Background: an optimization exercise with open tools, aiming at small area and a short achievable clock period. Do not read the settings as production practice.
At most, simulation tests tie the RTL to the original design; equivalence was not proved.
Function not checked in run 2: the RTL went through the layout flow alone.
Power is estimated from default activity; no workload was simulated.

[flow/design.v]
module mxu_pe_mac_lo (
    input wire [7:0] w,
    input wire one0, two0, neg0,
    input wire one1, two1, neg1,
    input wire [12:0] ps,
    output wire [12:0] lo,
    output wire t
);
  wire [8:0] pp0;
  assign pp0[0] = (one0 & w[0]) ^ neg0;
  assign pp0[1] = ((one0 & w[1]) | (two0 & w[0])) ^ neg0;
  assign pp0[2] = ((one0 & w[2]) | (two0 & w[1])) ^ neg0;
  assign pp0[3] = ((one0 & w[3]) | (two0 & w[2])) ^ neg0;
  assign pp0[4] = ((one0 & w[4]) | (two0 & w[3])) ^ neg0;
  assign pp0[5] = ((one0 & w[5]) | (two0 & w[4])) ^ neg0;
  assign pp0[6] = ((one0 & w[6]) | (two0 & w[5])) ^ neg0;
  assign pp0[7] = ((one0 & w[7]) | (two0 & w[6])) ^ neg0;
  assign pp0[8] = ((one0 & w[7]) | (two0 & w[7])) ^ neg0;
  wire [8:0] pp1;
  assign pp1[0] = (one1 & w[0]) ^ neg1;
  assign pp1[1] = ((one1 & w[1]) | (two1 & w[0])) ^ neg1;
  assign pp1[2] = ((one1 & w[2]) | (two1 & w[1])) ^ neg1;
  assign pp1[3] = ((one1 & w[3]) | (two1 & w[2])) ^ neg1;
  assign pp1[4] = ((one1 & w[4]) | (two1 & w[3])) ^ neg1;
  assign pp1[5] = ((one1 & w[5]) | (two1 & w[4])) ^ neg1;
  assign pp1[6] = ((one1 & w[6]) | (two1 & w[5])) ^ neg1;
  assign pp1[7] = ((one1 & w[7]) | (two1 & w[6])) ^ neg1;
  assign pp1[8] = ((one1 & w[7]) | (two1 & w[7])) ^ neg1;
  wire ly3, ls1, lc2;
  mxu_pe_hx u_ly3 (.a(ps[2]), .b(neg1), .x(ly3));
  mxu_pe_hx u_ls1 (.a(ly3), .b(pp0[2]), .x(ls1));
  mxu_pe_maj u_lc2 (.a(ps[2]), .b(neg1), .c(pp0[2]), .y(lc2));
  wire ly6, ls4, lc5;
  mxu_pe_hx u_ly6 (.a(ps[3]), .b(pp0[3]), .x(ly6));
  mxu_pe_hx u_ls4 (.a(ly6), .b(pp1[1]), .x(ls4));
  mxu_pe_maj u_lc5 (.a(ps[3]), .b(pp0[3]), .c(pp1[1]), .y(lc5));
  wire ly9, ls7, lc8;
  mxu_pe_hx u_ly9 (.a(ps[4]), .b(pp0[4]), .x(ly9));
  mxu_pe_hx u_ls7 (.a(ly9), .b(pp1[2]), .x(ls7));
  mxu_pe_maj u_lc8 (.a(ps[4]), .b(pp0[4]), .c(pp1[2]), .y(lc8));
  wire ly12, ls10, lc11;
  mxu_pe_hx u_ly12 (.a(ps[5]), .b(pp0[5]), .x(ly12));
  mxu_pe_hx u_ls10 (.a(ly12), .b(pp1[3]), .x(ls10));
  mxu_pe_maj u_lc11 (.a(ps[5]), .b(pp0[5]), .c(pp1[3]), .y(lc11));
  wire ly15, ls13, lc14;
  mxu_pe_hx u_ly15 (.a(ps[6]), .b(pp0[6]), .x(ly15));
  mxu_pe_hx u_ls13 (.a(ly15), .b(pp1[4]), .x(ls13));
  mxu_pe_maj u_lc14 (.a(ps[6]), .b(pp0[6]), .c(pp1[4]), .y(lc14));
  wire ly18, ls16, lc17;
  mxu_pe_hx u_ly18 (.a(ps[7]), .b(pp0[7]), .x(ly18));
  mxu_pe_hx u_ls16 (.a(ly18), .b(pp1[5]), .x(ls16));
  mxu_pe_maj u_lc17 (.a(ps[7]), .b(pp0[7]), .c(pp1[5]), .y(lc17));
  wire ly21, ls19, lc20;
  mxu_pe_hx u_ly21 (.a(~ps[8]), .b(~pp0[8]), .x(ly21));
  mxu_pe_hx u_ls19 (.a(ly21), .b(pp1[6]), .x(ls19));
  mxu_pe_maj u_lc20 (.a(~ps[8]), .b(~pp0[8]), .c(pp1[6]), .y(lc20));
  wire ly24, ls22, lc23;
  mxu_pe_hx u_ly24 (.a(~ps[9]), .b(pp1[7]), .x(ly24));
  mxu_pe_hx u_ls22 (.a(ly24), .b(ps[8]), .x(ls22));
  mxu_pe_maj u_lc23 (.a(~ps[9]), .b(pp1[7]), .c(ps[8]), .y(lc23));
  wire ly27, ls25, lc26;
  mxu_pe_hx u_ly27 (.a(ps[10]), .b(~pp1[8]), .x(ly27));
  mxu_pe_hx u_ls25 (.a(ly27), .b(ps[9]), .x(ls25));
  mxu_pe_maj u_lc26 (.a(ps[10]), .b(~pp1[8]), .c(ps[9]), .y(lc26));
  wire [12:0] ra = {ps[12], ~ps[11], ls25, ls22, ls19, ls16, ls13, ls10, ls7, ls4, ls1, ps[1], ps[0]};
  wire [12:0] rb = {ps[11], lc26, lc23, lc20, lc17, lc14, lc11, lc8, lc5, lc2, pp1[0], pp0[1], pp0[0]};
  mxu_pe_add13 add (.a(ra), .b(rb), .cin(neg0), .sum(lo), .cout(t));
endmodule
module mxu_pe_mac_hi (
    input wire [7:0] w,
    input wire one2, two2, neg2,
    input wire one3, two3, neg3,
    input wire [23:0] x,
    input wire t,
    output wire [23:0] result
);
  wire [8:0] pp2;
  assign pp2[0] = (one2 & w[0]) ^ neg2;
  assign pp2[1] = ((one2 & w[1]) | (two2 & w[0])) ^ neg2;
  assign pp2[2] = ((one2 & w[2]) | (two2 & w[1])) ^ neg2;
  assign pp2[3] = ((one2 & w[3]) | (two2 & w[2])) ^ neg2;
  assign pp2[4] = ((one2 & w[4]) | (two2 & w[3])) ^ neg2;
  assign pp2[5] = ((one2 & w[5]) | (two2 & w[4])) ^ neg2;
  assign pp2[6] = ((one2 & w[6]) | (two2 & w[5])) ^ neg2;
  assign pp2[7] = ((one2 & w[7]) | (two2 & w[6])) ^ neg2;
  assign pp2[8] = ((one2 & w[7]) | (two2 & w[7])) ^ neg2;
  wire [8:0] pp3;
  assign pp3[0] = (one3 & w[0]) ^ neg3;
  assign pp3[1] = ((one3 & w[1]) | (two3 & w[0])) ^ neg3;
  assign pp3[2] = ((one3 & w[2]) | (two3 & w[1])) ^ neg3;
  assign pp3[3] = ((one3 & w[3]) | (two3 & w[2])) ^ neg3;
  assign pp3[4] = ((one3 & w[4]) | (two3 & w[3])) ^ neg3;
  assign pp3[5] = ((one3 & w[5]) | (two3 & w[4])) ^ neg3;
  assign pp3[6] = ((one3 & w[6]) | (two3 & w[5])) ^ neg3;
  assign pp3[7] = ((one3 & w[7]) | (two3 & w[6])) ^ neg3;
  assign pp3[8] = ((one3 & w[7]) | (two3 & w[7])) ^ neg3;
  wire hy3, hs1, hc2;
  mxu_pe_hx u_hy3 (.a(x[6]), .b(neg3), .x(hy3));
  mxu_pe_hx u_hs1 (.a(hy3), .b(pp2[2]), .x(hs1));
  mxu_pe_maj u_hc2 (.a(x[6]), .b(neg3), .c(pp2[2]), .y(hc2));
  wire hy6, hs4, hc5;
  mxu_pe_hx u_hy6 (.a(x[7]), .b(pp2[3]), .x(hy6));
  mxu_pe_hx u_hs4 (.a(hy6), .b(pp3[1]), .x(hs4));
  mxu_pe_maj u_hc5 (.a(x[7]), .b(pp2[3]), .c(pp3[1]), .y(hc5));
  wire hy9, hs7, hc8;
  mxu_pe_hx u_hy9 (.a(x[8]), .b(pp2[4]), .x(hy9));
  mxu_pe_hx u_hs7 (.a(hy9), .b(pp3[2]), .x(hs7));
  mxu_pe_maj u_hc8 (.a(x[8]), .b(pp2[4]), .c(pp3[2]), .y(hc8));
  wire hy12, hs10, hc11;
  mxu_pe_hx u_hy12 (.a(x[9]), .b(pp2[5]), .x(hy12));
  mxu_pe_hx u_hs10 (.a(hy12), .b(pp3[3]), .x(hs10));
  mxu_pe_maj u_hc11 (.a(x[9]), .b(pp2[5]), .c(pp3[3]), .y(hc11));
  wire hy15, hs13, hc14;
  mxu_pe_hx u_hy15 (.a(x[10]), .b(pp2[6]), .x(hy15));
  mxu_pe_hx u_hs13 (.a(hy15), .b(pp3[4]), .x(hs13));
  mxu_pe_maj u_hc14 (.a(x[10]), .b(pp2[6]), .c(pp3[4]), .y(hc14));
  wire hy18, hs16, hc17;
  mxu_pe_hx u_hy18 (.a(x[11]), .b(pp2[7]), .x(hy18));
  mxu_pe_hx u_hs16 (.a(hy18), .b(pp3[5]), .x(hs16));
  mxu_pe_maj u_hc17 (.a(x[11]), .b(pp2[7]), .c(pp3[5]), .y(hc17));
  wire hy21, hs19, hc20;
  mxu_pe_hx u_hy21 (.a(x[12]), .b(~pp2[8]), .x(hy21));
  mxu_pe_hx u_hs19 (.a(hy21), .b(pp3[6]), .x(hs19));
  mxu_pe_maj u_hc20 (.a(x[12]), .b(~pp2[8]), .c(pp3[6]), .y(hc20));
  wire hy24, hs22, hc23;
  mxu_pe_hx u_hy24 (.a(~x[13]), .b(t), .x(hy24));
  mxu_pe_hx u_hs22 (.a(hy24), .b(pp3[7]), .x(hs22));
  mxu_pe_maj u_hc23 (.a(~x[13]), .b(t), .c(pp3[7]), .y(hc23));
  wire hy27, hs25, hc26;
  mxu_pe_hx u_hy27 (.a(x[14]), .b(~pp3[8]), .x(hy27));
  mxu_pe_hx u_hs25 (.a(hy27), .b(x[13]), .x(hs25));
  mxu_pe_maj u_hc26 (.a(x[14]), .b(~pp3[8]), .c(x[13]), .y(hc26));
  wire [19:0] ra = {~x[23], ~x[22], ~x[21], ~x[20], ~x[19], ~x[18], ~x[17], ~x[16], ~x[15], hs25, hs22, hs19, hs16, hs13, hs10, hs7, hs4, hs1, x[5], x[4]};
  wire [19:0] rb = {x[22], x[21], x[20], x[19], x[18], x[17], x[16], x[15], hc26, hc23, hc20, hc17, hc14, hc11, hc8, hc5, hc2, pp3[0], pp2[1], pp2[0]};
  wire [19:0] sum;
  wire c_unused;
  mxu_pe_add20 add (.a(ra), .b(rb), .cin(neg2), .sum(sum), .cout(c_unused));
  assign result = {sum, x[3:0]};
endmodule
module mxu_pe_add13 (
    input wire [12:0] a,
    input wire [12:0] b,
    input wire cin,
    output wire [12:0] sum,
    output wire cout
);
  wire [12:0] x;
  wire gn0_1, pn0_1;
  mxu_pe_pg0 u_pg0 (.a(a[0]), .b(b[0]), .gn(gn0_1), .pn(pn0_1));
  mxu_pe_hx u_x0 (.a(a[0]), .b(b[0]), .x(x[0]));
  wire gn0_2, pn0_2;
  mxu_pe_pg0 u_pg1 (.a(a[1]), .b(b[1]), .gn(gn0_2), .pn(pn0_2));
  mxu_pe_hx u_x1 (.a(a[1]), .b(b[1]), .x(x[1]));
  wire gn0_3, pn0_3;
  mxu_pe_pg0 u_pg2 (.a(a[2]), .b(b[2]), .gn(gn0_3), .pn(pn0_3));
  mxu_pe_hx u_x2 (.a(a[2]), .b(b[2]), .x(x[2]));
  wire gn0_4, pn0_4;
  mxu_pe_pg0 u_pg3 (.a(a[3]), .b(b[3]), .gn(gn0_4), .pn(pn0_4));
  mxu_pe_hx u_x3 (.a(a[3]), .b(b[3]), .x(x[3]));
  wire gn0_5, pn0_5;
  mxu_pe_pg0 u_pg4 (.a(a[4]), .b(b[4]), .gn(gn0_5), .pn(pn0_5));
  mxu_pe_hx u_x4 (.a(a[4]), .b(b[4]), .x(x[4]));
  wire gn0_6, pn0_6;
  mxu_pe_pg0 u_pg5 (.a(a[5]), .b(b[5]), .gn(gn0_6), .pn(pn0_6));
  mxu_pe_hx u_x5 (.a(a[5]), .b(b[5]), .x(x[5]));
  wire gn0_7, pn0_7;
  mxu_pe_pg0 u_pg6 (.a(a[6]), .b(b[6]), .gn(gn0_7), .pn(pn0_7));
  mxu_pe_hx u_x6 (.a(a[6]), .b(b[6]), .x(x[6]));
  wire gn0_8, pn0_8;
  mxu_pe_pg0 u_pg7 (.a(a[7]), .b(b[7]), .gn(gn0_8), .pn(pn0_8));
  mxu_pe_hx u_x7 (.a(a[7]), .b(b[7]), .x(x[7]));
  wire gn0_9, pn0_9;
  mxu_pe_pg0 u_pg8 (.a(a[8]), .b(b[8]), .gn(gn0_9), .pn(pn0_9));
  mxu_pe_hx u_x8 (.a(a[8]), .b(b[8]), .x(x[8]));
  wire gn0_10, pn0_10;
  mxu_pe_pg0 u_pg9 (.a(a[9]), .b(b[9]), .gn(gn0_10), .pn(pn0_10));
  mxu_pe_hx u_x9 (.a(a[9]), .b(b[9]), .x(x[9]));
  wire gn0_11, pn0_11;
  mxu_pe_pg0 u_pg10 (.a(a[10]), .b(b[10]), .gn(gn0_11), .pn(pn0_11));
  mxu_pe_hx u_x10 (.a(a[10]), .b(b[10]), .x(x[10]));
  wire gn0_12, pn0_12;
  mxu_pe_pg0 u_pg11 (.a(a[11]), .b(b[11]), .gn(gn0_12), .pn(pn0_12));
  mxu_pe_hx u_x11 (.a(a[11]), .b(b[11]), .x(x[11]));
  wire gn0_13, pn0_13;
  mxu_pe_pg0 u_pg12 (.a(a[12]), .b(b[12]), .gn(gn0_13), .pn(pn0_13));
  mxu_pe_hx u_x12 (.a(a[12]), .b(b[12]), .x(x[12]));
  wire cinn = ~cin;
  wire g1_0 = ~cinn;
  wire g1_1;
  mxu_pe_gi u_n1_1 (.gnh(gn0_1), .pnh(pn0_1), .gnl(cinn), .g(g1_1));
  wire g1_2 = ~gn0_2;
  wire p1_2 = ~pn0_2;
  wire g1_3, p1_3;
  mxu_pe_gpi u_n1_3 (.gnh(gn0_3), .pnh(pn0_3), .gnl(gn0_2), .pnl(pn0_2), .g(g1_3), .p(p1_3));
  wire g1_4 = ~gn0_4;
  wire p1_4 = ~pn0_4;
  wire g1_5, p1_5;
  mxu_pe_gpi u_n1_5 (.gnh(gn0_5), .pnh(pn0_5), .gnl(gn0_4), .pnl(pn0_4), .g(g1_5), .p(p1_5));
  wire g1_6 = ~gn0_6;
  wire p1_6 = ~pn0_6;
  wire g1_7, p1_7;
  mxu_pe_gpi u_n1_7 (.gnh(gn0_7), .pnh(pn0_7), .gnl(gn0_6), .pnl(pn0_6), .g(g1_7), .p(p1_7));
  wire g1_8 = ~gn0_8;
  wire p1_8 = ~pn0_8;
  wire g1_9, p1_9;
  mxu_pe_gpi u_n1_9 (.gnh(gn0_9), .pnh(pn0_9), .gnl(gn0_8), .pnl(pn0_8), .g(g1_9), .p(p1_9));
  wire g1_10 = ~gn0_10;
  wire p1_10 = ~pn0_10;
  wire g1_11, p1_11;
  mxu_pe_gpi u_n1_11 (.gnh(gn0_11), .pnh(pn0_11), .gnl(gn0_10), .pnl(pn0_10), .g(g1_11), .p(p1_11));
  wire g1_12 = ~gn0_12;
  wire p1_12 = ~pn0_12;
  wire g1_13, p1_13;
  mxu_pe_gpi u_n1_13 (.gnh(gn0_13), .pnh(pn0_13), .gnl(gn0_12), .pnl(pn0_12), .g(g1_13), .p(p1_13));
  wire g2_0 = ~g1_0;
  wire g2_1 = ~g1_1;
  wire g2_2;
  mxu_pe_gt u_n2_2 (.gh(g1_2), .ph(p1_2), .gl(g1_1), .gn(g2_2));
  wire g2_3;
  mxu_pe_gt u_n2_3 (.gh(g1_3), .ph(p1_3), .gl(g1_1), .gn(g2_3));
  wire g2_4 = ~g1_4;
  wire p2_4 = ~p1_4;
  wire g2_5 = ~g1_5;
  wire p2_5 = ~p1_5;
  wire g2_6, p2_6;
  mxu_pe_gpt u_n2_6 (.gh(g1_6), .ph(p1_6), .gl(g1_5), .pl(p1_5), .gn(g2_6), .pn(p2_6));
  wire g2_7, p2_7;
  mxu_pe_gpt u_n2_7 (.gh(g1_7), .ph(p1_7), .gl(g1_5), .pl(p1_5), .gn(g2_7), .pn(p2_7));
  wire g2_8 = ~g1_8;
  wire p2_8 = ~p1_8;
  wire g2_9 = ~g1_9;
  wire p2_9 = ~p1_9;
  wire g2_10, p2_10;
  mxu_pe_gpt u_n2_10 (.gh(g1_10), .ph(p1_10), .gl(g1_9), .pl(p1_9), .gn(g2_10), .pn(p2_10));
  wire g2_11, p2_11;
  mxu_pe_gpt u_n2_11 (.gh(g1_11), .ph(p1_11), .gl(g1_9), .pl(p1_9), .gn(g2_11), .pn(p2_11));
  wire g2_12 = ~g1_12;
  wire p2_12 = ~p1_12;
  wire g2_13 = ~g1_13;
  wire p2_13 = ~p1_13;
  wire g3_0 = ~g2_0;
  wire g3_1 = ~g2_1;
  wire g3_2 = ~g2_2;
  wire g3_3 = ~g2_3;
  wire g3_4;
  mxu_pe_gi u_n3_4 (.gnh(g2_4), .pnh(p2_4), .gnl(g2_3), .g(g3_4));
  wire g3_5;
  mxu_pe_gi u_n3_5 (.gnh(g2_5), .pnh(p2_5), .gnl(g2_3), .g(g3_5));
  wire g3_6;
  mxu_pe_gi u_n3_6 (.gnh(g2_6), .pnh(p2_6), .gnl(g2_3), .g(g3_6));
  wire g3_7;
  mxu_pe_gi u_n3_7 (.gnh(g2_7), .pnh(p2_7), .gnl(g2_3), .g(g3_7));
  wire g3_8 = ~g2_8;
  wire p3_8 = ~p2_8;
  wire g3_9 = ~g2_9;
  wire p3_9 = ~p2_9;
  wire g3_10 = ~g2_10;
  wire p3_10 = ~p2_10;
  wire g3_11 = ~g2_11;
  wire p3_11 = ~p2_11;
  wire g3_12, p3_12;
  mxu_pe_gpi u_n3_12 (.gnh(g2_12), .pnh(p2_12), .gnl(g2_11), .pnl(p2_11), .g(g3_12), .p(p3_12));
  wire g3_13, p3_13;
  mxu_pe_gpi u_n3_13 (.gnh(g2_13), .pnh(p2_13), .gnl(g2_11), .pnl(p2_11), .g(g3_13), .p(p3_13));
  wire g4_0 = ~g3_0;
  wire g4_1 = ~g3_1;
  wire g4_2 = ~g3_2;
  wire g4_3 = ~g3_3;
  wire g4_4 = ~g3_4;
  wire g4_5 = ~g3_5;
  wire g4_6 = ~g3_6;
  wire g4_7 = ~g3_7;
  wire g4_8;
  mxu_pe_gt u_n4_8 (.gh(g3_8), .ph(p3_8), .gl(g3_7), .gn(g4_8));
  wire g4_9;
  mxu_pe_gt u_n4_9 (.gh(g3_9), .ph(p3_9), .gl(g3_7), .gn(g4_9));
  wire g4_10;
  mxu_pe_gt u_n4_10 (.gh(g3_10), .ph(p3_10), .gl(g3_7), .gn(g4_10));
  wire g4_11;
  mxu_pe_gt u_n4_11 (.gh(g3_11), .ph(p3_11), .gl(g3_7), .gn(g4_11));
  wire g4_12;
  mxu_pe_gt u_n4_12 (.gh(g3_12), .ph(p3_12), .gl(g3_7), .gn(g4_12));
  wire g4_13;
  mxu_pe_gt u_n4_13 (.gh(g3_13), .ph(p3_13), .gl(g3_7), .gn(g4_13));
  assign sum[0] = ~(x[0] ^ g4_0);
  assign sum[1] = ~(x[1] ^ g4_1);
  assign sum[2] = ~(x[2] ^ g4_2);
  assign sum[3] = ~(x[3] ^ g4_3);
  assign sum[4] = ~(x[4] ^ g4_4);
  assign sum[5] = ~(x[5] ^ g4_5);
  assign sum[6] = ~(x[6] ^ g4_6);
  assign sum[7] = ~(x[7] ^ g4_7);
  assign sum[8] = ~(x[8] ^ g4_8);
  assign sum[9] = ~(x[9] ^ g4_9);
  assign sum[10] = ~(x[10] ^ g4_10);
  assign sum[11] = ~(x[11] ^ g4_11);
  assign sum[12] = ~(x[12] ^ g4_12);
  assign cout = ~g4_13;
endmodule
module mxu_pe_add20 (
    input wire [19:0] a,
    input wire [19:0] b,
    input wire cin,
    output wire [19:0] sum,
    output wire cout
);
  wire [19:0] x;
  wire gn0_1, pn0_1;
  mxu_pe_pg0 u_pg0 (.a(a[0]), .b(b[0]), .gn(gn0_1), .pn(pn0_1));
  mxu_pe_hx u_x0 (.a(a[0]), .b(b[0]), .x(x[0]));
  wire gn0_2, pn0_2;
  mxu_pe_pg0 u_pg1 (.a(a[1]), .b(b[1]), .gn(gn0_2), .pn(pn0_2));
  mxu_pe_hx u_x1 (.a(a[1]), .b(b[1]), .x(x[1]));
  wire gn0_3, pn0_3;
  mxu_pe_pg0 u_pg2 (.a(a[2]), .b(b[2]), .gn(gn0_3), .pn(pn0_3));
  mxu_pe_hx u_x2 (.a(a[2]), .b(b[2]), .x(x[2]));
  wire gn0_4, pn0_4;
  mxu_pe_pg0 u_pg3 (.a(a[3]), .b(b[3]), .gn(gn0_4), .pn(pn0_4));
  mxu_pe_hx u_x3 (.a(a[3]), .b(b[3]), .x(x[3]));
  wire gn0_5, pn0_5;
  mxu_pe_pg0 u_pg4 (.a(a[4]), .b(b[4]), .gn(gn0_5), .pn(pn0_5));
  mxu_pe_hx u_x4 (.a(a[4]), .b(b[4]), .x(x[4]));
  wire gn0_6, pn0_6;
  mxu_pe_pg0 u_pg5 (.a(a[5]), .b(b[5]), .gn(gn0_6), .pn(pn0_6));
  mxu_pe_hx u_x5 (.a(a[5]), .b(b[5]), .x(x[5]));
  wire gn0_7, pn0_7;
  mxu_pe_pg0 u_pg6 (.a(a[6]), .b(b[6]), .gn(gn0_7), .pn(pn0_7));
  mxu_pe_hx u_x6 (.a(a[6]), .b(b[6]), .x(x[6]));
  wire gn0_8, pn0_8;
  mxu_pe_pg0 u_pg7 (.a(a[7]), .b(b[7]), .gn(gn0_8), .pn(pn0_8));
  mxu_pe_hx u_x7 (.a(a[7]), .b(b[7]), .x(x[7]));
  wire gn0_9, pn0_9;
  mxu_pe_pg0 u_pg8 (.a(a[8]), .b(b[8]), .gn(gn0_9), .pn(pn0_9));
  mxu_pe_hx u_x8 (.a(a[8]), .b(b[8]), .x(x[8]));
  wire gn0_10, pn0_10;
  mxu_pe_pg0 u_pg9 (.a(a[9]), .b(b[9]), .gn(gn0_10), .pn(pn0_10));
  mxu_pe_hx u_x9 (.a(a[9]), .b(b[9]), .x(x[9]));
  wire gn0_11, pn0_11;
  mxu_pe_pg0 u_pg10 (.a(a[10]), .b(b[10]), .gn(gn0_11), .pn(pn0_11));
  mxu_pe_hx u_x10 (.a(a[10]), .b(b[10]), .x(x[10]));
  wire gn0_12, pn0_12;
  mxu_pe_pg0 u_pg11 (.a(a[11]), .b(b[11]), .gn(gn0_12), .pn(pn0_12));
  mxu_pe_hx u_x11 (.a(a[11]), .b(b[11]), .x(x[11]));
  wire gn0_13, pn0_13;
  mxu_pe_pg0 u_pg12 (.a(a[12]), .b(b[12]), .gn(gn0_13), .pn(pn0_13));
  mxu_pe_hx u_x12 (.a(a[12]), .b(b[12]), .x(x[12]));
  wire gn0_14, pn0_14;
  mxu_pe_pg0 u_pg13 (.a(a[13]), .b(b[13]), .gn(gn0_14), .pn(pn0_14));
  mxu_pe_hx u_x13 (.a(a[13]), .b(b[13]), .x(x[13]));
  wire gn0_15, pn0_15;
  mxu_pe_pg0 u_pg14 (.a(a[14]), .b(b[14]), .gn(gn0_15), .pn(pn0_15));
  mxu_pe_hx u_x14 (.a(a[14]), .b(b[14]), .x(x[14]));
  wire gn0_16, pn0_16;
  mxu_pe_pg0 u_pg15 (.a(a[15]), .b(b[15]), .gn(gn0_16), .pn(pn0_16));
  mxu_pe_hx u_x15 (.a(a[15]), .b(b[15]), .x(x[15]));
  wire gn0_17, pn0_17;
  mxu_pe_pg0 u_pg16 (.a(a[16]), .b(b[16]), .gn(gn0_17), .pn(pn0_17));
  mxu_pe_hx u_x16 (.a(a[16]), .b(b[16]), .x(x[16]));
  wire gn0_18, pn0_18;
  mxu_pe_pg0 u_pg17 (.a(a[17]), .b(b[17]), .gn(gn0_18), .pn(pn0_18));
  mxu_pe_hx u_x17 (.a(a[17]), .b(b[17]), .x(x[17]));
  wire gn0_19, pn0_19;
  mxu_pe_pg0 u_pg18 (.a(a[18]), .b(b[18]), .gn(gn0_19), .pn(pn0_19));
  mxu_pe_hx u_x18 (.a(a[18]), .b(b[18]), .x(x[18]));
  wire gn0_20, pn0_20;
  mxu_pe_pg0 u_pg19 (.a(a[19]), .b(b[19]), .gn(gn0_20), .pn(pn0_20));
  mxu_pe_hx u_x19 (.a(a[19]), .b(b[19]), .x(x[19]));
  wire cinn = ~cin;
  wire g1_0 = ~cinn;
  wire g1_1;
  mxu_pe_gi u_n1_1 (.gnh(gn0_1), .pnh(pn0_1), .gnl(cinn), .g(g1_1));
  wire g1_2 = ~gn0_2;
  wire p1_2 = ~pn0_2;
  wire g1_3, p1_3;
  mxu_pe_gpi u_n1_3 (.gnh(gn0_3), .pnh(pn0_3), .gnl(gn0_2), .pnl(pn0_2), .g(g1_3), .p(p1_3));
  wire g1_4 = ~gn0_4;
  wire p1_4 = ~pn0_4;
  wire g1_5, p1_5;
  mxu_pe_gpi u_n1_5 (.gnh(gn0_5), .pnh(pn0_5), .gnl(gn0_4), .pnl(pn0_4), .g(g1_5), .p(p1_5));
  wire g1_6 = ~gn0_6;
  wire p1_6 = ~pn0_6;
  wire g1_7, p1_7;
  mxu_pe_gpi u_n1_7 (.gnh(gn0_7), .pnh(pn0_7), .gnl(gn0_6), .pnl(pn0_6), .g(g1_7), .p(p1_7));
  wire g1_8 = ~gn0_8;
  wire p1_8 = ~pn0_8;
  wire g1_9, p1_9;
  mxu_pe_gpi u_n1_9 (.gnh(gn0_9), .pnh(pn0_9), .gnl(gn0_8), .pnl(pn0_8), .g(g1_9), .p(p1_9));
  wire g1_10 = ~gn0_10;
  wire p1_10 = ~pn0_10;
  wire g1_11, p1_11;
  mxu_pe_gpi u_n1_11 (.gnh(gn0_11), .pnh(pn0_11), .gnl(gn0_10), .pnl(pn0_10), .g(g1_11), .p(p1_11));
  wire g1_12 = ~gn0_12;
  wire p1_12 = ~pn0_12;
  wire g1_13, p1_13;
  mxu_pe_gpi u_n1_13 (.gnh(gn0_13), .pnh(pn0_13), .gnl(gn0_12), .pnl(pn0_12), .g(g1_13), .p(p1_13));
  wire g1_14 = ~gn0_14;
  wire p1_14 = ~pn0_14;
  wire g1_15, p1_15;
  mxu_pe_gpi u_n1_15 (.gnh(gn0_15), .pnh(pn0_15), .gnl(gn0_14), .pnl(pn0_14), .g(g1_15), .p(p1_15));
  wire g1_16 = ~gn0_16;
  wire p1_16 = ~pn0_16;
  wire g1_17, p1_17;
  mxu_pe_gpi u_n1_17 (.gnh(gn0_17), .pnh(pn0_17), .gnl(gn0_16), .pnl(pn0_16), .g(g1_17), .p(p1_17));
  wire g1_18 = ~gn0_18;
  wire p1_18 = ~pn0_18;
  wire g1_19, p1_19;
  mxu_pe_gpi u_n1_19 (.gnh(gn0_19), .pnh(pn0_19), .gnl(gn0_18), .pnl(pn0_18), .g(g1_19), .p(p1_19));
  wire g1_20 = ~gn0_20;
  wire p1_20 = ~pn0_20;
  wire g2_0 = ~g1_0;
  wire g2_1 = ~g1_1;
  wire g2_2;
  mxu_pe_gt u_n2_2 (.gh(g1_2), .ph(p1_2), .gl(g1_1), .gn(g2_2));
  wire g2_3;
  mxu_pe_gt u_n2_3 (.gh(g1_3), .ph(p1_3), .gl(g1_1), .gn(g2_3));
  wire g2_4 = ~g1_4;
  wire p2_4 = ~p1_4;
  wire g2_5 = ~g1_5;
  wire p2_5 = ~p1_5;
  wire g2_6, p2_6;
  mxu_pe_gpt u_n2_6 (.gh(g1_6), .ph(p1_6), .gl(g1_5), .pl(p1_5), .gn(g2_6), .pn(p2_6));
  wire g2_7, p2_7;
  mxu_pe_gpt u_n2_7 (.gh(g1_7), .ph(p1_7), .gl(g1_5), .pl(p1_5), .gn(g2_7), .pn(p2_7));
  wire g2_8 = ~g1_8;
  wire p2_8 = ~p1_8;
  wire g2_9 = ~g1_9;
  wire p2_9 = ~p1_9;
  wire g2_10, p2_10;
  mxu_pe_gpt u_n2_10 (.gh(g1_10), .ph(p1_10), .gl(g1_9), .pl(p1_9), .gn(g2_10), .pn(p2_10));
  wire g2_11, p2_11;
  mxu_pe_gpt u_n2_11 (.gh(g1_11), .ph(p1_11), .gl(g1_9), .pl(p1_9), .gn(g2_11), .pn(p2_11));
  wire g2_12 = ~g1_12;
  wire p2_12 = ~p1_12;
  wire g2_13 = ~g1_13;
  wire p2_13 = ~p1_13;
  wire g2_14, p2_14;
  mxu_pe_gpt u_n2_14 (.gh(g1_14), .ph(p1_14), .gl(g1_13), .pl(p1_13), .gn(g2_14), .pn(p2_14));
  wire g2_15, p2_15;
  mxu_pe_gpt u_n2_15 (.gh(g1_15), .ph(p1_15), .gl(g1_13), .pl(p1_13), .gn(g2_15), .pn(p2_15));
  wire g2_16 = ~g1_16;
  wire p2_16 = ~p1_16;
  wire g2_17 = ~g1_17;
  wire p2_17 = ~p1_17;
  wire g2_18, p2_18;
  mxu_pe_gpt u_n2_18 (.gh(g1_18), .ph(p1_18), .gl(g1_17), .pl(p1_17), .gn(g2_18), .pn(p2_18));
  wire g2_19, p2_19;
  mxu_pe_gpt u_n2_19 (.gh(g1_19), .ph(p1_19), .gl(g1_17), .pl(p1_17), .gn(g2_19), .pn(p2_19));
  wire g2_20 = ~g1_20;
  wire p2_20 = ~p1_20;
  wire g3_0 = ~g2_0;
  wire g3_1 = ~g2_1;
  wire g3_2 = ~g2_2;
  wire g3_3 = ~g2_3;
  wire g3_4;
  mxu_pe_gi u_n3_4 (.gnh(g2_4), .pnh(p2_4), .gnl(g2_3), .g(g3_4));
  wire g3_5;
  mxu_pe_gi u_n3_5 (.gnh(g2_5), .pnh(p2_5), .gnl(g2_3), .g(g3_5));
  wire g3_6;
  mxu_pe_gi u_n3_6 (.gnh(g2_6), .pnh(p2_6), .gnl(g2_3), .g(g3_6));
  wire g3_7;
  mxu_pe_gi u_n3_7 (.gnh(g2_7), .pnh(p2_7), .gnl(g2_3), .g(g3_7));
  wire g3_8 = ~g2_8;
  wire p3_8 = ~p2_8;
  wire g3_9 = ~g2_9;
  wire p3_9 = ~p2_9;
  wire g3_10 = ~g2_10;
  wire p3_10 = ~p2_10;
  wire g3_11 = ~g2_11;
  wire p3_11 = ~p2_11;
  wire g3_12, p3_12;
  mxu_pe_gpi u_n3_12 (.gnh(g2_12), .pnh(p2_12), .gnl(g2_11), .pnl(p2_11), .g(g3_12), .p(p3_12));
  wire g3_13, p3_13;
  mxu_pe_gpi u_n3_13 (.gnh(g2_13), .pnh(p2_13), .gnl(g2_11), .pnl(p2_11), .g(g3_13), .p(p3_13));
  wire g3_14, p3_14;
  mxu_pe_gpi u_n3_14 (.gnh(g2_14), .pnh(p2_14), .gnl(g2_11), .pnl(p2_11), .g(g3_14), .p(p3_14));
  wire g3_15, p3_15;
  mxu_pe_gpi u_n3_15 (.gnh(g2_15), .pnh(p2_15), .gnl(g2_11), .pnl(p2_11), .g(g3_15), .p(p3_15));
  wire g3_16 = ~g2_16;
  wire p3_16 = ~p2_16;
  wire g3_17 = ~g2_17;
  wire p3_17 = ~p2_17;
  wire g3_18 = ~g2_18;
  wire p3_18 = ~p2_18;
  wire g3_19 = ~g2_19;
  wire p3_19 = ~p2_19;
  wire g3_20, p3_20;
  mxu_pe_gpi u_n3_20 (.gnh(g2_20), .pnh(p2_20), .gnl(g2_19), .pnl(p2_19), .g(g3_20), .p(p3_20));
  wire g4_0 = ~g3_0;
  wire g4_1 = ~g3_1;
  wire g4_2 = ~g3_2;
  wire g4_3 = ~g3_3;
  wire g4_4 = ~g3_4;
  wire g4_5 = ~g3_5;
  wire g4_6 = ~g3_6;
  wire g4_7 = ~g3_7;
  wire g4_8;
  mxu_pe_gt u_n4_8 (.gh(g3_8), .ph(p3_8), .gl(g3_7), .gn(g4_8));
  wire g4_9;
  mxu_pe_gt u_n4_9 (.gh(g3_9), .ph(p3_9), .gl(g3_7), .gn(g4_9));
  wire g4_10;
  mxu_pe_gt u_n4_10 (.gh(g3_10), .ph(p3_10), .gl(g3_7), .gn(g4_10));
  wire g4_11;
  mxu_pe_gt u_n4_11 (.gh(g3_11), .ph(p3_11), .gl(g3_7), .gn(g4_11));
  wire g4_12;
  mxu_pe_gt u_n4_12 (.gh(g3_12), .ph(p3_12), .gl(g3_7), .gn(g4_12));
  wire g4_13;
  mxu_pe_gt u_n4_13 (.gh(g3_13), .ph(p3_13), .gl(g3_7), .gn(g4_13));
  wire g4_14;
  mxu_pe_gt u_n4_14 (.gh(g3_14), .ph(p3_14), .gl(g3_7), .gn(g4_14));
  wire g4_15;
  mxu_pe_gt u_n4_15 (.gh(g3_15), .ph(p3_15), .gl(g3_7), .gn(g4_15));
  wire g4_16 = ~g3_16;
  wire p4_16 = ~p3_16;
  wire g4_17 = ~g3_17;
  wire p4_17 = ~p3_17;
  wire g4_18 = ~g3_18;
  wire p4_18 = ~p3_18;
  wire g4_19 = ~g3_19;
  wire p4_19 = ~p3_19;
  wire g4_20 = ~g3_20;
  wire p4_20 = ~p3_20;
  wire g5_0 = ~g4_0;
  wire g5_1 = ~g4_1;
  wire g5_2 = ~g4_2;
  wire g5_3 = ~g4_3;
  wire g5_4 = ~g4_4;
  wire g5_5 = ~g4_5;
  wire g5_6 = ~g4_6;
  wire g5_7 = ~g4_7;
  wire g5_8 = ~g4_8;
  wire g5_9 = ~g4_9;
  wire g5_10 = ~g4_10;
  wire g5_11 = ~g4_11;
  wire g5_12 = ~g4_12;
  wire g5_13 = ~g4_13;
  wire g5_14 = ~g4_14;
  wire g5_15 = ~g4_15;
  wire g5_16;
  mxu_pe_gi u_n5_16 (.gnh(g4_16), .pnh(p4_16), .gnl(g4_15), .g(g5_16));
  wire g5_17;
  mxu_pe_gi u_n5_17 (.gnh(g4_17), .pnh(p4_17), .gnl(g4_15), .g(g5_17));
  wire g5_18;
  mxu_pe_gi u_n5_18 (.gnh(g4_18), .pnh(p4_18), .gnl(g4_15), .g(g5_18));
  wire g5_19;
  mxu_pe_gi u_n5_19 (.gnh(g4_19), .pnh(p4_19), .gnl(g4_15), .g(g5_19));
  wire g5_20;
  mxu_pe_gi u_n5_20 (.gnh(g4_20), .pnh(p4_20), .gnl(g4_15), .g(g5_20));
  assign sum[0] = x[0] ^ g5_0;
  assign sum[1] = x[1] ^ g5_1;
  assign sum[2] = x[2] ^ g5_2;
  assign sum[3] = x[3] ^ g5_3;
  assign sum[4] = x[4] ^ g5_4;
  assign sum[5] = x[5] ^ g5_5;
  assign sum[6] = x[6] ^ g5_6;
  assign sum[7] = x[7] ^ g5_7;
  assign sum[8] = x[8] ^ g5_8;
  assign sum[9] = x[9] ^ g5_9;
  assign sum[10] = x[10] ^ g5_10;
  assign sum[11] = x[11] ^ g5_11;
  assign sum[12] = x[12] ^ g5_12;
  assign sum[13] = x[13] ^ g5_13;
  assign sum[14] = x[14] ^ g5_14;
  assign sum[15] = x[15] ^ g5_15;
  assign sum[16] = x[16] ^ g5_16;
  assign sum[17] = x[17] ^ g5_17;
  assign sum[18] = x[18] ^ g5_18;
  assign sum[19] = x[19] ^ g5_19;
  assign cout = g5_20;
endmodule
module mxu_pe_hipre (input wire [8:0] xh, input wire c, output wire [8:0] sel0,
                     output wire [8:0] sel1);
  wire [8:0] xh_m1 = xh - 9'd1;
  wire [8:0] xh_p1 = xh + 9'd1;
  assign sel0 = c ? xh : xh_m1;
  assign sel1 = c ? xh_p1 : xh;
endmodule
module mxu_pe_mux9 (input wire [8:0] sel0, input wire [8:0] sel1, input wire s,
                    output wire [8:0] y);
  assign y = s ? sel1 : sel0;
endmodule
module mxu_pe_pg0 (input wire a, input wire b, output wire gn, output wire pn);
  assign gn = ~(a & b);
  assign pn = ~(a | b);
endmodule
module mxu_pe_maj (input wire a, input wire b, input wire c, output wire y);
  assign y = (a & b) | (a & c) | (b & c);
endmodule
module mxu_pe_hx (input wire a, input wire b, output wire x);
  assign x = a ^ b;
endmodule
module mxu_pe_gpt (input wire gh, input wire ph, input wire gl, input wire pl,
                   output wire gn, output wire pn);
  assign gn = ~(gh | (ph & gl));
  assign pn = ~(ph & pl);
endmodule
module mxu_pe_gpi (input wire gnh, input wire pnh, input wire gnl, input wire pnl,
                   output wire g, output wire p);
  assign g = ~(gnh & (pnh | gnl));
  assign p = ~(pnh | pnl);
endmodule
module mxu_pe_gt (input wire gh, input wire ph, input wire gl, output wire gn);
  assign gn = ~(gh | (ph & gl));
endmodule
module mxu_pe_gi (input wire gnh, input wire pnh, input wire gnl, output wire g);
  assign g = ~(gnh & (pnh | gnl));
endmodule
module mxu_pe #(
    parameter Y_INDEX = 0   
) (
    input wire clk,
    input wire rst_n,
    input wire load_phase,
    input wire [7:0] load_weight_target_y,
    input wire [7:0] load_weight,
    input wire [7:0] activation,
    input wire [23:0] partial_sum,
    output reg [23:0] result,
    output reg phase_out,
    output reg [7:0] load_weight_target_y_out,
    output reg [7:0] weight_out,
    output reg [7:0] activation_out_bw
);
  reg ld1, ld2;
  reg [7:0] ty1, ty2;
  reg [7:0] lw1, lw2;
  reg [7:0] act1, act2, act3, act4;
  reg two0_1, one1_1, two1_1;   
  reg one2_2, two2_2, one3_2, two3_2;   
  reg [23:0] ps1;
  reg [23:0] mac2;
  reg mac2_t;
  reg [7:0] w_cur, w_old, w_nx1, w_nx2;
  wire hit2 = ld2 && (ty2 == Y_INDEX);
  wire [12:0] lo1;
  wire t1;
  wire [23:0] x2 = {mac2[23:13], ~mac2[12], mac2[11:0]};
  wire [23:0] sum2;
  mxu_pe_mac_lo mac_lo (
      .w(w_cur),
      .one0(act1[0]),
      .two0(two0_1),
      .neg0(act1[1]),
      .one1(one1_1),
      .two1(two1_1),
      .neg1(act1[3]),
      .ps(ps1[12:0]),
      .lo(lo1),
      .t(t1)
  );
  mxu_pe_mac_hi mac_hi (
      .w(w_old),
      .one2(one2_2),
      .two2(two2_2),
      .neg2(act2[5]),
      .one3(one3_2),
      .two3(two3_2),
      .neg3(act2[7]),
      .x(x2),
      .t(mac2_t),
      .result(sum2)
  );
  always @(posedge clk or negedge rst_n) begin
    if (!rst_n) begin
      ld1 <= 1'b0;
      ty1 <= 8'b0;
      lw1 <= 8'b0;
      ld2 <= 1'b0;
      ty2 <= 8'b0;
      lw2 <= 8'b0;
      phase_out <= 1'b0;
      load_weight_target_y_out <= 8'b0;
      weight_out <= 8'b0;
      act1 <= 8'b0;
      act2 <= 8'b0;
      act3 <= 8'b0;
      act4 <= 8'b0;
      activation_out_bw <= 8'b0;
      two0_1 <= 1'b0;
      one1_1 <= 1'b0;
      two1_1 <= 1'b0;
      one2_2 <= 1'b0;
      two2_2 <= 1'b0;
      one3_2 <= 1'b0;
      two3_2 <= 1'b0;
      ps1 <= 24'b0;
      mac2 <= 24'b0;
      mac2_t <= 1'b0;
      result <= 24'b0;
      w_cur <= 8'b0;
      w_old <= 8'b0;
      w_nx1 <= 8'b0;
      w_nx2 <= 8'b0;
    end else begin
      ld1 <= load_phase;
      ty1 <= load_weight_target_y;
      lw1 <= load_weight;
      ld2 <= ld1;
      ty2 <= ty1;
      lw2 <= lw1;
      phase_out <= ld2;
      load_weight_target_y_out <= ty2;
      weight_out <= lw2;
      act1 <= activation;
      act2 <= act1;
      act3 <= act2;
      act4 <= act3;
      activation_out_bw <= act4;
      two0_1 <= activation[1] & ~activation[0];
      one1_1 <= activation[2] ^ activation[1];
      two1_1 <= (activation[3] ^ activation[2]) & ~(activation[2] ^ activation[1]);
      one2_2 <= act1[4] ^ act1[3];
      two2_2 <= (act1[5] ^ act1[4]) & ~(act1[4] ^ act1[3]);
      one3_2 <= act1[6] ^ act1[5];
      two3_2 <= (act1[7] ^ act1[6]) & ~(act1[6] ^ act1[5]);
      ps1 <= partial_sum;
      mac2 <= {ps1[23:13], ~lo1[12], lo1[11:0]};
      mac2_t <= t1;
      result <= sum2;
      w_nx2 <= hit2 ? lw2 : w_old;
      w_nx1 <= w_nx2;
      w_cur <= w_nx1;
      w_old <= w_cur;
    end
  end
endmodule
[flow/flow/run.sh]
#!/bin/bash
# Standard ORFS layout with smaller port buffers, a clock tree without dummy loads, and
# useful skew between the two MAC pipeline stages (flow/skew.tcl, before global routing).
set -euo pipefail
export BUFFER_PORTS_ARGS="-buffer_cell sky130_fd_sc_hd__buf_1"
export CTS_ARGS="-sink_clustering_enable -sink_clustering_size 30 -sink_clustering_max_diameter 80 -repair_clock_nets -dont_use_dummy_load -buf_list {sky130_fd_sc_hd__clkbuf_16}"
bash standard.sh "PRE_GLOBAL_ROUTE_TCL=$PWD/flow/skew.tcl" finish > standard_flow.log 2>&1
[flow/flow/skew.tcl]
# Useful skew between the two MAC stages (registers with no path from an input or to an
# output only).  Runs before global routing, after clock tree synthesis.
#  - early: the stage-2 launch registers (w_old, act2 and the stage-2 Booth encodings) are
#    clocked by their own buffer straight from the clock port net, ahead of the tree leaves;
#  - late: the stage-1 adder's capture registers (mac2[12:0], mac2_t) are clocked by a buffer
#    hanging off a tree leaf, behind the other leaves.
# All registers with a path from an input port or to an output port stay on the tree leaves.
set block [ord::get_db_block]
set db [ord::get_db]

proc group_insts {block patterns} {
  set out {}
  foreach inst [$block getInsts] {
    set n [$inst getName]
    foreach p $patterns {
      if {[string match $p $n]} { lappend out $inst; break }
    }
  }
  return $out
}

proc centroid {insts} {
  set sx 0; set sy 0; set k 0
  foreach i $insts {
    set loc [$i getLocation]
    set sx [expr {$sx + [lindex $loc 0]}]
    set sy [expr {$sy + [lindex $loc 1]}]
    incr k
  }
  return [list [expr {$sx / $k}] [expr {$sy / $k}]]
}

proc add_clock_buffer {block db name master_name in_net insts} {
  set master [$db findMaster $master_name]
  set buf [odb::dbInst_create $block $master $name]
  set net [odb::dbNet_create $block "${name}_net"]
  $net setSigType CLOCK
  [$buf findITerm A] connect $in_net
  [$buf findITerm X] connect $net
  foreach i $insts {
    set it [$i findITerm CLK]
    $it disconnect
    $it connect $net
  }
  set c [centroid $insts]
  $buf setLocation [lindex $c 0] [lindex $c 1]
  $buf setPlacementStatus PLACED
  puts "skew: $name drives [llength $insts] registers from [$in_net getName]"
  return $buf
}

set early [group_insts $block {w_old* act2* one2_2* two2_2* one3_2* two3_2*}]
# mac2[23:13] only copy ps1[23:13]; the stage-1 adder results are mac2[12:0] and mac2_t
set late {}
foreach inst [$block getInsts] {
  set n [$inst getName]
  if {[regexp {^mac2\[([0-9]+)\]} $n -> bit] && $bit <= 12} { lappend late $inst }
  if {[string match {mac2_t*} $n]} { lappend late $inst }
}

# the net of the clock port
set clk_net [[$block findBTerm clk] getNet]
# a tree leaf net: the one now clocking the first late register
set leaf_net [[[lindex $late 0] findITerm CLK] getNet]

add_clock_buffer $block $db clkbuf_early sky130_fd_sc_hd__clkbuf_16 $clk_net $early
set late_buf [add_clock_buffer $block $db clkbuf_late sky130_fd_sc_hd__clkbuf_16 $leaf_net $late]
# one more buffer in front of it for extra delay
set pre_master [$db findMaster sky130_fd_sc_hd__clkbuf_2]
set pre [odb::dbInst_create $block $pre_master clkbuf_late_pre]
set pre_net [odb::dbNet_create $block clkbuf_late_pre_net]
$pre_net setSigType CLOCK
set a_it [$late_buf findITerm A]
$a_it disconnect
[$pre findITerm A] connect $leaf_net
[$pre findITerm X] connect $pre_net
$a_it connect $pre_net
set loc [$late_buf getLocation]
$pre setLocation [lindex $loc 0] [lindex $loc 1]
$pre setPlacementStatus PLACED

detailed_placement
check_placement
[flow/standard.sh]
#!/bin/bash
# synth_recipe.tcl (not shown) runs the flow's synth.tcl, then flattens the netlist and writes it again
# the make line also repeats each setting of config.mk as NAME=value (left out here)
make -C /OpenROAD-flow-scripts/flow DESIGN_CONFIG=/design/flow/config.mk WORK_HOME=/design/flow/orfs CLKGATE_MAP_FILE= SYNTH_SCRIPT=/design/flow/synth_recipe.tcl "${@:-finish}"
[flow/config.mk]
export PLATFORM = sky130hd
export DESIGN_NAME = mxu_pe
export DESIGN_NICKNAME = mxu_pe
export VERILOG_FILES = /design/flow/design.v
export SDC_FILE = /design/flow/constraint.sdc
export NUM_CORES = 4
export LEC_CHECK = 0
export CAP_MARGIN = 20
export CORE_MARGIN = 2
export CORE_UTILIZATION = 60
export SETUP_SLACK_MARGIN = 3.6
export SLEW_MARGIN = 20
export SYNTH_HIERARCHICAL = 1
[flow/constraint.sdc]
create_clock -name core_clock -period 6.2 [get_ports {clk}]
set_input_delay 1.2400 -clock core_clock [delete_from_list [all_inputs] [get_ports {clk}]]
set_output_delay 1.2400 -clock core_clock [all_outputs]
set_load 0.01 [all_outputs]
==> results of run 1 <==
[cell type report]
class / instances / area [sq um] / area share
multi-input cells: 380 / 2850 / 0.311
repair buffers: 111 / 477 / 0.0519
plain buffers: 3 / 55.1 / 0.00600
well taps: 176 / 220 / 0.0240
inverters: 56 / 210 / 0.0229
flip-flops and latches: 203 / 5090 / 0.555
clock buffers: 11 / 275 / 0.0300
[state kept, by name, summed over array words and instances (netlist names), 8 cells and up]
signal and flops:
activation_out_bw 8, result 24, ps1 24, w_nx2 8
weight_out 8, ty2 8, w_cur 8, load_weight_target_y_out 8
ty1 8, act2 8, lw1 8, act1 8
w_old 8, w_nx1 8, mac2 24, lw2 8
act3 8, act4 8
[through the flow]
stage                     total power [mW]  setup WS, ns   util  std cells
after global placement                2.36          3.31  0.652        916
after global routing                  3.38          3.45  0.690        940
after floorplan                       2.21          3.65      -        655
after detailed placement              2.38          3.23  0.652        916
final                                 3.17          3.71  0.690        940
after CTS                             3.12          3.61  0.677        929
[power by group through the flow]
stage | clock network (mW) | registers, mW | logic [mW]
finish | 0.765 | 1.56 | 0.846
global route | 0.843 | 1.58 | 0.954
CTS | 0.721 | 1.56 | 0.840
detailed placement | 0 | 1.59 | 0.795
global placement | 0 | 1.58 | 0.773
floorplan | 0 | 1.60 | 0.607
[per-layer routing]
metal  up-vias  share of wire  GRT usage
met2        81           0.53      0.334
met1      2255           0.42      0.234
met4         0          0.016     0.0378
met3        12          0.039     0.0254
met5         -              0          0
li1       2291              -          -
[final timing paths]
kind,from,end
max,two0_1,mac2[11]
min,act2[4],act3[4]
max reg2reg,two0_1,mac2[11]
min reg2reg,act2[4],act3[4]
max in group asynchronous,rst_n,act2[2]
min in group asynchronous,rst_n,result[23]
[placed cells by master (no fill, tap or decap)]
cell type / instances
o21ai_4: 3
a22oi_1: 22
nor3_1: 1
nand4b_2: 1
o21ai_2: 20
a21oi_4: 2
clkbuf_2: 1
xor2_2: 2
o21ai_0: 3
o21ai_1: 16
inv_1: 56
a21oi_2: 28
nand2_1: 52
nor2_2: 4
nand3b_1: 1
clkbuf_16: 13
a22oi_2: 6
maj3_2: 18
buf_1: 98
nor4_2: 1
clkbuf_4: 1
mux2_2: 8
dfrtp_1: 194
xnor2_1: 48
nor2b_1: 1
buf_4: 10
dfrtp_2: 9
nand2b_1: 1
buf_8: 1
xor2_1: 90
nor2_1: 51
buf_6: 1
xnor2_2: 1
[repair_timing]
action | in CTS | in global routing
gates resized for setup | 13 | 15
hold buffers | 0 | 0
setup endpoints to repair | 19 | 20
pin swaps | 1 | 2
buffers inserted | 2 | 8
==> results_dict.tcl, run 1 <==
set metrics [dict create \
    antenna_found_initial 0 \
    whs_ns 0.0711 \
    cts_tree "done" \
    die_area_sq_um 14600 \
    io_pins 100 \
    die_w_um 121 \
    drive_gt1_frac 0.170 \
    slowest_stage "dfrtp_2" \
    synth.avg_cell_area_sq_um 12.5 \
    hold_depth 0 \
    power.switching_uw 963 \
    syn_area_sq_um 8190 \
    crit_type "flop to flop" \
    crit_chain "buf_4, a22oi_2, xnor2_2, xor2_1, xor2_2, nor2_1, nor2_2, nand2_1, o21ai_4, buf_4, a21oi_2, xnor2_1" \
    max_freq_ghz 0.402 \
    cp.arrival_ns 2.80 \
    grt_pass1_wl_um 21500 \
    grt_pass1_vias 4700 \
    period_share 0.401 \
    clockPowerShare 0.241 \
    crit_path_max_incr_delay_ns 0.45 \
    finish.instance_area_sq_um 9180 \
    crit_buf_inv 2 \
    p_sw_frac 0.304 \
    min_path_type "flop to flop" \
    maxCapViolations 0 \
    area_growth_pct 12.0 \
    p_leak_nw 4.10 \
    critPathLaunchType "flop" \
    nNetsFinal 817 \
    start_util 0.616 \
    max-clock-path-buffers 3 \
    drt-total-wl_um 12600 \
    rsz0062_at_grt "true" \
    routed-via-count 4639 \
    end_kind "flop" \
    setup_viol 0 \
    postSynthCellCount 655 \
    antenna_cells 0 \
    postRouteAntennaNets 0 \
    dr.pass1.iters 4 \
    drc 0 \
    clk_pin_slew_worst_paths_ns 0.10 \
    htree_levels 1 \
    worst-path-max-fanout 6 \
    slew_headroom 0.460 \
    clock-sinks 203 \
    rows 42 \
    grt_max_degree 85 \
    powerDensity_nw_per_um2 345 \
    hpwl_um 9000 \
    critPathMostFrequentCell "buf_4" \
    internal-power_mw 2.21 \
    r2r_setup_slack_ns 3.71 \
    core_sq_um 13300 \
    path_depth 12 \
    vias_per_cell 4.94 \
    vdd_drop_max_uv 233 \
    portBuffers 99 \
    place.gp.congestion 0.772 \
    fin_setup_tns_ns 0 \
    placed_area_sq_um 8660 \
    p_comb_frac 0.267 \
    worstMarginPinSlew_ns 0.810 \
    hold_violations 0 \
    drv_slew 0 \
    routedWlPerCell_um 13.4 \
    crit_family "XOR/XNOR gates" \
    root_buffer "clkbuf_16" \
    track_usage 0.183 \
    status "complete, no violations" \
    clk_latency_ns 0.45 \
    power.share.sequential 0.492 \
    die_y_um 121 \
    finClkSkew_ns 0.298 \
    final.min_clock_period_ns 2.49 \
    r2r_cells 12 \
    cts_made_buffers 11 \
    synth_nets 706 \
    fillers 989 \
    cp.required_ns 6.51 \
    drtIter0Drc 128 \
    grt_overflow 0 \
    ys_warn_count 7 \
]
==> run 2: changes to the inputs <==
--- a/flow/design.v
+++ b/flow/design.v
@@ -4,2 +4,3 @@
     input wire one1, two1, neg1,
+    input wire one0_n, two0_n, one1_n, two1_n,   
     input wire [12:0] ps,
@@ -14,6 +15,6 @@
   assign pp0[4] = ((one0 & w[4]) | (two0 & w[3])) ^ neg0;
-  assign pp0[5] = ((one0 & w[5]) | (two0 & w[4])) ^ neg0;
-  assign pp0[6] = ((one0 & w[6]) | (two0 & w[5])) ^ neg0;
-  assign pp0[7] = ((one0 & w[7]) | (two0 & w[6])) ^ neg0;
-  assign pp0[8] = ((one0 & w[7]) | (two0 & w[7])) ^ neg0;
+  assign pp0[5] = ((~one0_n & w[5]) | (~two0_n & w[4])) ^ neg0;
+  assign pp0[6] = ((~one0_n & w[6]) | (~two0_n & w[5])) ^ neg0;
+  assign pp0[7] = ((~one0_n & w[7]) | (~two0_n & w[6])) ^ neg0;
+  assign pp0[8] = ((~one0_n & w[7]) | (~two0_n & w[7])) ^ neg0;
   wire [8:0] pp1;
@@ -24,6 +25,6 @@
   assign pp1[4] = ((one1 & w[4]) | (two1 & w[3])) ^ neg1;
-  assign pp1[5] = ((one1 & w[5]) | (two1 & w[4])) ^ neg1;
-  assign pp1[6] = ((one1 & w[6]) | (two1 & w[5])) ^ neg1;
-  assign pp1[7] = ((one1 & w[7]) | (two1 & w[6])) ^ neg1;
-  assign pp1[8] = ((one1 & w[7]) | (two1 & w[7])) ^ neg1;
+  assign pp1[5] = ((~one1_n & w[5]) | (~two1_n & w[4])) ^ neg1;
+  assign pp1[6] = ((~one1_n & w[6]) | (~two1_n & w[5])) ^ neg1;
+  assign pp1[7] = ((~one1_n & w[7]) | (~two1_n & w[6])) ^ neg1;
+  assign pp1[8] = ((~one1_n & w[7]) | (~two1_n & w[7])) ^ neg1;
   wire ly3, ls1, lc2;
@@ -72,2 +73,3 @@
     input wire one3, two3, neg3,
+    input wire one2_n, two2_n, one3_n, two3_n,   
     input wire [23:0] x,
@@ -82,6 +84,6 @@
   assign pp2[4] = ((one2 & w[4]) | (two2 & w[3])) ^ neg2;
-  assign pp2[5] = ((one2 & w[5]) | (two2 & w[4])) ^ neg2;
-  assign pp2[6] = ((one2 & w[6]) | (two2 & w[5])) ^ neg2;
-  assign pp2[7] = ((one2 & w[7]) | (two2 & w[6])) ^ neg2;
-  assign pp2[8] = ((one2 & w[7]) | (two2 & w[7])) ^ neg2;
+  assign pp2[5] = ((~one2_n & w[5]) | (~two2_n & w[4])) ^ neg2;
+  assign pp2[6] = ((~one2_n & w[6]) | (~two2_n & w[5])) ^ neg2;
+  assign pp2[7] = ((~one2_n & w[7]) | (~two2_n & w[6])) ^ neg2;
+  assign pp2[8] = ((~one2_n & w[7]) | (~two2_n & w[7])) ^ neg2;
   wire [8:0] pp3;
@@ -92,6 +94,6 @@
   assign pp3[4] = ((one3 & w[4]) | (two3 & w[3])) ^ neg3;
-  assign pp3[5] = ((one3 & w[5]) | (two3 & w[4])) ^ neg3;
-  assign pp3[6] = ((one3 & w[6]) | (two3 & w[5])) ^ neg3;
-  assign pp3[7] = ((one3 & w[7]) | (two3 & w[6])) ^ neg3;
-  assign pp3[8] = ((one3 & w[7]) | (two3 & w[7])) ^ neg3;
+  assign pp3[5] = ((~one3_n & w[5]) | (~two3_n & w[4])) ^ neg3;
+  assign pp3[6] = ((~one3_n & w[6]) | (~two3_n & w[5])) ^ neg3;
+  assign pp3[7] = ((~one3_n & w[7]) | (~two3_n & w[6])) ^ neg3;
+  assign pp3[8] = ((~one3_n & w[7]) | (~two3_n & w[7])) ^ neg3;
   wire hy3, hs1, hc2;
@@ -628,2 +630,4 @@
   reg one2_2, two2_2, one3_2, two3_2;   
+  reg one0_1n, two0_1n, one1_1n, two1_1n;
+  reg one2_2n, two2_2n, one3_2n, two3_2n;
   reg [23:0] ps1;
@@ -644,2 +648,6 @@
       .two1(two1_1),
+      .one0_n(one0_1n),
+      .two0_n(two0_1n),
+      .one1_n(one1_1n),
+      .two1_n(two1_1n),
       .neg1(act1[3]),
@@ -656,2 +664,6 @@
       .two3(two3_2),
+      .one2_n(one2_2n),
+      .two2_n(two2_2n),
+      .one3_n(one3_2n),
+      .two3_n(two3_2n),
       .neg3(act2[7]),
@@ -684,2 +696,4 @@
       two3_2 <= 1'b0;
+      {one0_1n, two0_1n, one1_1n, two1_1n} <= 4'b0;
+      {one2_2n, two2_2n, one3_2n, two3_2n} <= 4'b0;
       ps1 <= 24'b0;
@@ -714,2 +728,10 @@
       two3_2 <= (act1[7] ^ act1[6]) & ~(act1[6] ^ act1[5]);
+      one0_1n <= ~activation[0];
+      two0_1n <= ~(activation[1] & ~activation[0]);
+      one1_1n <= ~(activation[2] ^ activation[1]);
+      two1_1n <= ~((activation[3] ^ activation[2]) & ~(activation[2] ^ activation[1]));
+      one2_2n <= ~(act1[4] ^ act1[3]);
+      two2_2n <= ~((act1[5] ^ act1[4]) & ~(act1[4] ^ act1[3]));
+      one3_2n <= ~(act1[6] ^ act1[5]);
+      two3_2n <= ~((act1[7] ^ act1[6]) & ~(act1[6] ^ act1[5]));
       ps1 <= partial_sum;
--- a/flow/flow/skew.tcl
+++ b/flow/flow/skew.tcl
@@ -56,3 +56,3 @@
   set n [$inst getName]
-  if {[regexp {^mac2\[([0-9]+)\]} $n -> bit] && $bit <= 12} { lappend late $inst }
+  if {[regexp {^mac2\\?\[([0-9]+)\\?\]} $n -> bit] && $bit <= 12} { lappend late $inst }
   if {[string match {mac2_t*} $n]} { lappend late $inst }
==> run 2 against run 1 <==
  * Setup slack improved by 0.11 ns
  * Wire length increased by 4.7%
  * Total power is 2.5% higher
  * Critical endpoint is now result[21]
  * Register-to-register slack better by 0.11 ns
  * Critical path depth decreased by 3
  * Non-clock buffer count down 3
  * Clock skew up 0.0015 ns
  * Still clean on timing, DRC and antenna
==> results_dict.tcl, run 2 <==
set metrics [dict create \
    layout_common_cells "dfrtp_1 (207), xor2_1 (104), buf_1 (98), inv_1 (69), nand2_1 (62)" \
    status "complete, no violations" \
    place.gp.congestion 0.773 \
    worst-path-max-fanout 5 \
    cts_made_buffers 11 \
    final.setup.worst_slack_ns 3.83 \
    die_y_um 122 \
    hold_depth 0 \
    die_area_sq_um 14900 \
    min_path_type "flop to flop" \
    grt_max_degree 212 \
    rows 43 \
    maxCapViolations 0 \
    htree_levels 1 \
    dr.pass1.iters 4 \
    drtIter0Drc 143 \
    drive_gt1_frac 0.146 \
    cp.required_ns 6.53 \
    critPathLaunchType "flop" \
    io_pins 100 \
    grt_overflow 0 \
    powerDensity_nw_per_um2 346 \
    drt-total-wl_um 13200 \
    core_sq_um 13800 \
    reg.largest.list "mac2: 24 flops, ps1: 24 flops, result: 24 flops" \
    slew_headroom 0.511 \
    antenna_found_initial 0 \
    end_kind "flop" \
    finClkSkew_ns 0.300 \
    dp_slack_ns 3.21 \
    period_share 0.383 \
    postRouteAntennaNets 0 \
    cp.arrival_ns 2.70 \
    worstMarginPinSlew_ns 0.734 \
    drv_slew 0 \
    routed-via-count 4748 \
    use_met3 0.0262 \
    nNetsFinal 842 \
    grt_pass1_wl_um 21800 \
    routedWlPerCell_um 13.6 \
    met2_usage 0.325 \
    p_leak_nw 4.28 \
    track_usage 0.186 \
    max_freq_ghz 0.421 \
    hold_violations 0 \
    crit_type "flop to flop" \
    vias_per_cell 4.90 \
    setup_viol 0 \
    cts_tree "done" \
    grt_pass1_vias 4646 \
    vdd_drop_max_uv 231 \
    final.min_clock_period_ns 2.37 \
    synth.avg_cell_area_sq_um 12.4 \
    rsz0062_at_grt "false" \
    fin_setup_tns_ns 0 \
    root_buffer "clkbuf_16" \
    r2r_cells 9 \
    portBuffers 99 \
    clk_pin_slew_worst_paths_ns 0.11 \
    die_w_um 122 \
    ys_warn_count 7 \
    synth_nets 726 \
    syn_area_sq_um 8370 \
    antenna_cells 0 \
    area_growth_pct 12.2 \
    layout_commonest_cell "dfrtp_1" \
    grt_util_met1 0.250 \
    hpwl_um 9300 \
    clock-sinks 211 \
    max-clock-path-buffers 3 \
    grt-busiest-layer "met2" \
    start_util 0.607 \
    drc 0 \
    postSynthCellCount 675 \
    clk_latency_ns 0.73 \
    cts_hold_buf 0 \
]
[run 2: critical path: stages (launching register included)]
cell     delay, ns
dfrtp_1       0.39
xor2_1        0.15
xor2_1        0.18
nor2_1        0.18
nor2_1        0.08
a21oi_2       0.32
o21ai_4       0.08
a21oi_2       0.28
o21ai_1       0.13
xor2_1        0.17
[run 2: timing repair]
item | CTS | global route
cloned | 0 | 0
endpoints found under the hold margin | 0 | 0
gates resized for setup | 9 | 3
pin swaps | 1 | 0
buffers inserted | 7 | 0
endpoints found under the setup margin | 19 | 2
[run 2: final cells by class]
class	instances	area, sq um
flip-flops and latches	211	5290
fillers	1047	4380
repair buffers	108	475
inverters	70	263
plain buffers	3	55.1
clock buffers	11	275
well taps	180	225
multi-input cells	386	2810
[run 2: final timing paths]
kind / from / end / slack [ns]
min in group asynchronous: rst_n / mac2[1] / 0.54
setup reg to reg: mac2[6] / result[21] / 3.83
setup / recovery: mac2[6] / result[21] / 3.83
hold / removal: act2[6] / act3[6] / 0.08
max in group asynchronous: rst_n / act2[5] / 4.08
hold reg to reg: act2[6] / act3[6] / 0.08
[run 2: metal layers]
layer  share of wire  wire length (um)
met5               0                 0
met4           0.014               182
met2            0.51              6710
met1            0.44              5790
met3           0.039               508
[run 2: power by group]
part	internal, mW	switching [mW]	total (mW)
Clock	0.380	0.410	0.790
Combinational	0.345	0.496	0.842
Sequential	1.53	0.0854	1.62
[run 2: through the flow]
step                hold slack [ns]  utilization  instances  power, mW  area [sq um]
floorplan                     0.331            -        675       2.26          8370
global placement              0.331        0.648        947       2.42          8930
detailed placement            0.335        0.648        947       2.45          8930
CTS                           0.332        0.675        965       3.20          9300
global route                 0.0673        0.682        969       3.46          9390
finish                       0.0751        0.682        969       3.25          9390

-- port drivers added, routing unchanged --
No port has a modelled driver above. Below, the same layouts with a new extraction and two added sets of constraints. Step 1: set_driving_cell puts a clkbuf_16 on clk and a buf_2 on each other input, an assumption about the parent block. Step 2, shift: input delay + t, output delay - t, t = (earliest + latest rising clock arrival at the registers) / 2. This alone moves slack from input paths to output paths. Slacks: ideal / step 1 / step 2; pairs: ideal / step 1.
run | t (ns) | setup WS [ns] | latest minus earliest clock arrival (ns) | worst register clock-pin slew, ns | pins driven straight from the clock port
run 1 | 0.455 | 3.712 / 3.712 / 3.546 | 0.507 / 0.507 | 0.10 / 0.10 | 2
run 2 | 0.497 | 3.825 / 3.825 / 3.603 | 0.573 / 0.572 | 0.11 / 0.11 | 2
In run 1 and run 2 the clock reaches the registers at very different times; t lies between them, and the last value is a rough guide only. For run 2, which loses most, drivers alone change the setup slack by 0.000 ns; drivers and shift together by -0.222 ns. The worst setup slack also covers recovery checks on asynchronous resets.
